This design comes from an exercise in tuning for small area on the open sky130 flow, not from production work.
At most, simulation tests tie the RTL to the original design; equivalence was not proved.

==> flow/design.v <==
`timescale 1ns / 1ps
module lcd_controller(
    input rst,
    input clk,
    input rs_in,
    input [7:0] data_in,
    input strobe_in,
    input [7:0] period_clk_ns,
    output lcd_e,
    output [3:0] lcd_nibble,
    output lcd_rs,
    output lcd_rw,
    output disable_flash,
    output reg done
    );
    localparam PH_WAIT = 2'd0, PH_WR = 2'd1, PH_STB = 2'd2, PH_LD = 2'd3;
    reg [2:0] idx;
    reg [1:0] ph;
    reg [23:0] cnt;
    reg [3:0] nib;
    wire [8:0] stab = cnt[8:0];
    wire [8:0] hold = cnt[17:9];
    wire active = stab[8] | stab[7] | stab[6] | (stab[5] & (stab[4] | stab[3]));
    wire hold_done = hold[8] | (hold[7] & hold[6] & hold[5] & hold[4]);
    wire stb = (ph == PH_STB);
    wire [9:0] lo_c;
    wire [8:0] lo_sum;
    assign lo_c[0] = 1'b0;
    genvar i;
    generate
        for (i = 0; i < 8; i = i + 1) begin : lo_fa
            assign lo_sum[i] = stab[i] ^ period_clk_ns[i] ^ lo_c[i];
            assign lo_c[i+1] = (stab[i] & period_clk_ns[i]) | (lo_c[i] & (stab[i] ^ period_clk_ns[i]));
        end
    endgenerate
    assign lo_sum[8] = stab[8] ^ lo_c[8];
    assign lo_c[9] = stab[8] & lo_c[8];
    wire [7:0] hi_add = period_clk_ns & {8{stb & active}};
    wire [15:0] hi_c;
    wire [14:0] hi_sum;
    assign hi_c[0] = lo_c[9] & ~stb;
    generate
        for (i = 0; i < 8; i = i + 1) begin : hi_fa
            assign hi_sum[i] = cnt[9+i] ^ hi_add[i] ^ hi_c[i];
            assign hi_c[i+1] = (cnt[9+i] & hi_add[i]) | (hi_c[i] & (cnt[9+i] ^ hi_add[i]));
        end
        for (i = 8; i < 15; i = i + 1) begin : hi_ha
            assign hi_sum[i] = cnt[9+i] ^ hi_c[i];
            assign hi_c[i+1] = cnt[9+i] & hi_c[i];
        end
    endgenerate
    wire stb_exit = active & hold_done;
    reg wait_done;
    always @* begin
        case (idx)
            3'd0: wait_done = (cnt[23] & (cnt[22] & (cnt[21] & (cnt[18] & (cnt[15] & (cnt[14] & (cnt[13] & (cnt[9] | (cnt[8] & (cnt[7] & cnt[6]))))))))));
            3'd1: wait_done = (cnt[21] & (cnt[20] & (cnt[19] & (cnt[18] & (cnt[17] & (cnt[15] & (cnt[12] | (cnt[11] & (cnt[10] & (cnt[9] & (cnt[8] & (cnt[7] & (cnt[6] | cnt[5])))))))))))));
            3'd2: wait_done = (cnt[16] & (cnt[15] & (cnt[10] & (cnt[9] & (cnt[8] | (cnt[7] & (cnt[6] | cnt[5])))))));
            3'd3, 3'd7: wait_done = (cnt[15] & (cnt[12] & (cnt[11] & (cnt[10] & (cnt[8] | (cnt[7] | cnt[6]))))));
            3'd4: wait_done = (cnt[15] & (cnt[14] & (cnt[10] | (cnt[9] & (cnt[8] & (cnt[7] | (cnt[6] & (cnt[5] | cnt[4]))))))));
            default: wait_done = (cnt[10] | (cnt[9] & (cnt[8] & (cnt[7] & (cnt[6] & (cnt[5] & (cnt[4] | cnt[3])))))));
        endcase
    end
    assign lcd_rw = 1'b0;
    assign lcd_rs = rs_in;
    assign disable_flash = 1'b1;
    assign lcd_e = stb & (|hold);
    assign lcd_nibble = nib;
    wire load = (ph == PH_LD) | (ph == PH_WR) | ((ph == PH_STB) & stb_exit);
    always @(posedge clk) begin
        done <= (idx == 3'd7) & (ph == PH_WR);
        cnt <= load ? 24'd0 : {hi_sum, lo_sum};
        if (rst) begin
            idx <= 3'd0;
            ph <= PH_LD;
            nib <= 4'd0;
        end else begin
            case (ph)
                PH_LD:
                    if (idx != 3'd5)
                        ph <= PH_WAIT;
                    else if (strobe_in)
                        ph <= PH_WR;
                PH_WAIT:
                    if (wait_done)
                        ph <= PH_WR;
                PH_WR: begin
                    case (idx)
                        3'd0, 3'd1, 3'd2: nib <= 4'h3;
                        3'd3: nib <= 4'h2;
                        3'd4: nib <= 4'h0;
                        3'd5: nib <= data_in[7:4];
                        3'd6: nib <= data_in[3:0];
                        default: ;
                    endcase
                    if (idx == 3'd4 || idx == 3'd7) begin
                        idx <= 3'd5;
                        ph <= PH_LD;
                    end else
                        ph <= PH_STB;
                end
                PH_STB:
                    if (stb_exit) begin
                        idx <= idx + 3'd1;
                        ph <= (idx[2]) ? PH_WAIT : PH_LD;
                    end
            endcase
        end
    end
endmodule
export LEC_CHECK = 0
export CAP_MARGIN = 20
export CORE_MARGIN = 2
export CORE_UTILIZATION = 40
export CTS_BUF_LIST = sky130_fd_sc_hd__clkbuf_2 sky130_fd_sc_hd__clkbuf_4
export CTS_CLUSTER_DIAMETER = 100
export CTS_CLUSTER_SIZE = 40
export SLEW_MARGIN = 20
create_clock -name core_clock -period 10.0 [get_ports {clk}]
standard.sh (not shown) runs the stock make flow with config.mk's settings and CLKGATE_MAP_FILE= SYNTH_SCRIPT=/design/flow/synth_recipe.tcl, a recipe that flattens the netlist after the stock synthesis.
==> flow/flow/run.sh <==
#!/bin/bash
# Standard layout, with 1x port buffers, ABC's buffers removed, an area re-map of the
# logic after floorplanning and power recovery (downsizing off the critical path).
set -euo pipefail
here=$(pwd)
export BUFFER_PORTS_ARGS="-buffer_cell sky130_fd_sc_hd__buf_1"
bash standard.sh REMOVE_ABC_BUFFERS=1 RECOVER_POWER=100 POST_FLOORPLAN_TCL=$here/flow/restructure.tcl finish > make_finish.log 2>&1
==> flow/flow/restructure.tcl <==
# Area recovery: re-map the combinational logic with ABC after floorplanning.
file mkdir $::env(LOG_DIR)/rmp
restructure -target area -liberty_file [lindex $::env(LIB_FILES) 0] \
  -tielo_port sky130_fd_sc_hd__conb_1/LO -tiehi_port sky130_fd_sc_hd__conb_1/HI \
  -work_dir $::env(LOG_DIR)/rmp -abc_logfile $::env(LOG_DIR)/rmp/abc.log
Rerun with:
--- a/flow/design.v
+++ b/flow/design.v
@@ -33,14 +33,14 @@
             assign lo_c[i+1] = (stab[i] & period_clk_ns[i]) | (lo_c[i] & (stab[i] ^ period_clk_ns[i]));
         end
     endgenerate
     assign lo_sum[8] = stab[8] ^ lo_c[8];
     assign lo_c[9] = stab[8] & lo_c[8];
-    wire [7:0] hi_add = period_clk_ns & {8{stb & active}};
+    wire [7:0] hi_add = (stb & active) ? period_clk_ns : {7'd0, lo_c[9] & ~stb};
     wire [15:0] hi_c;
     wire [14:0] hi_sum;
-    assign hi_c[0] = lo_c[9] & ~stb;
+    assign hi_c[0] = 1'b0;
     generate
         for (i = 0; i < 8; i = i + 1) begin : hi_fa
             assign hi_sum[i] = cnt[9+i] ^ hi_add[i] ^ hi_c[i];
             assign hi_c[i+1] = (cnt[9+i] & hi_add[i]) | (hi_c[i] & (cnt[9+i] ^ hi_add[i]));
         end
After rerunning: Via count falls by a few percent. Routed wire length rises by a few percent. Die area falls slightly. Maximum frequency rises by a few percent. First-iteration DRC count rises by about a fifth. Worst setup slack gains 390 ps. Core utilization rises by 0.61 points. Synthesized cell count falls by a few percent. Design area rises slightly. Critical path depth falls by 4. Sequential cell count does not change. Area after synthesis falls slightly.
For the first run of this note, only the layout was checked, not whether the RTL still works.

static timing again, ports no longer ideal:
In the flow no input, the clock included, has a driving cell. The finished layouts below were timed again as built, in two steps. Step 1 (the two cells are an assumption about what drives the block):
set clk [get_ports {clk}]
set_driving_cell -lib_cell sky130_fd_sc_hd__clkbuf_16 $clk
set_driving_cell -lib_cell sky130_fd_sc_hd__buf_2 [delete_from_list [all_inputs] $clk]
Step 2 also shifts input and output timing later by t, the mid clock arrival at the registers, as if the neighbouring blocks saw the same clock. Three values: ideal, step 1, step 2; two values: the first two.
| run | shift t [ns] | setup WS [ns] | worst hold slack (ns) | worst setup path after step 2 |
|---|---|---|---|---|
| the first run | 0.351 | 1.779 / 1.779 / 1.428 | 0.471 / 0.471 / 0.471 | input to register |
| the second run | 0.365 | 2.172 / 2.173 / 1.808 | 0.467 / 0.467 / 0.467 | input to register |
After both steps setup and hold are still met in every run listed. For the second run, which loses most, drivers alone change the setup slack by +0.001 ns; drivers and shift together by -0.364 ns.
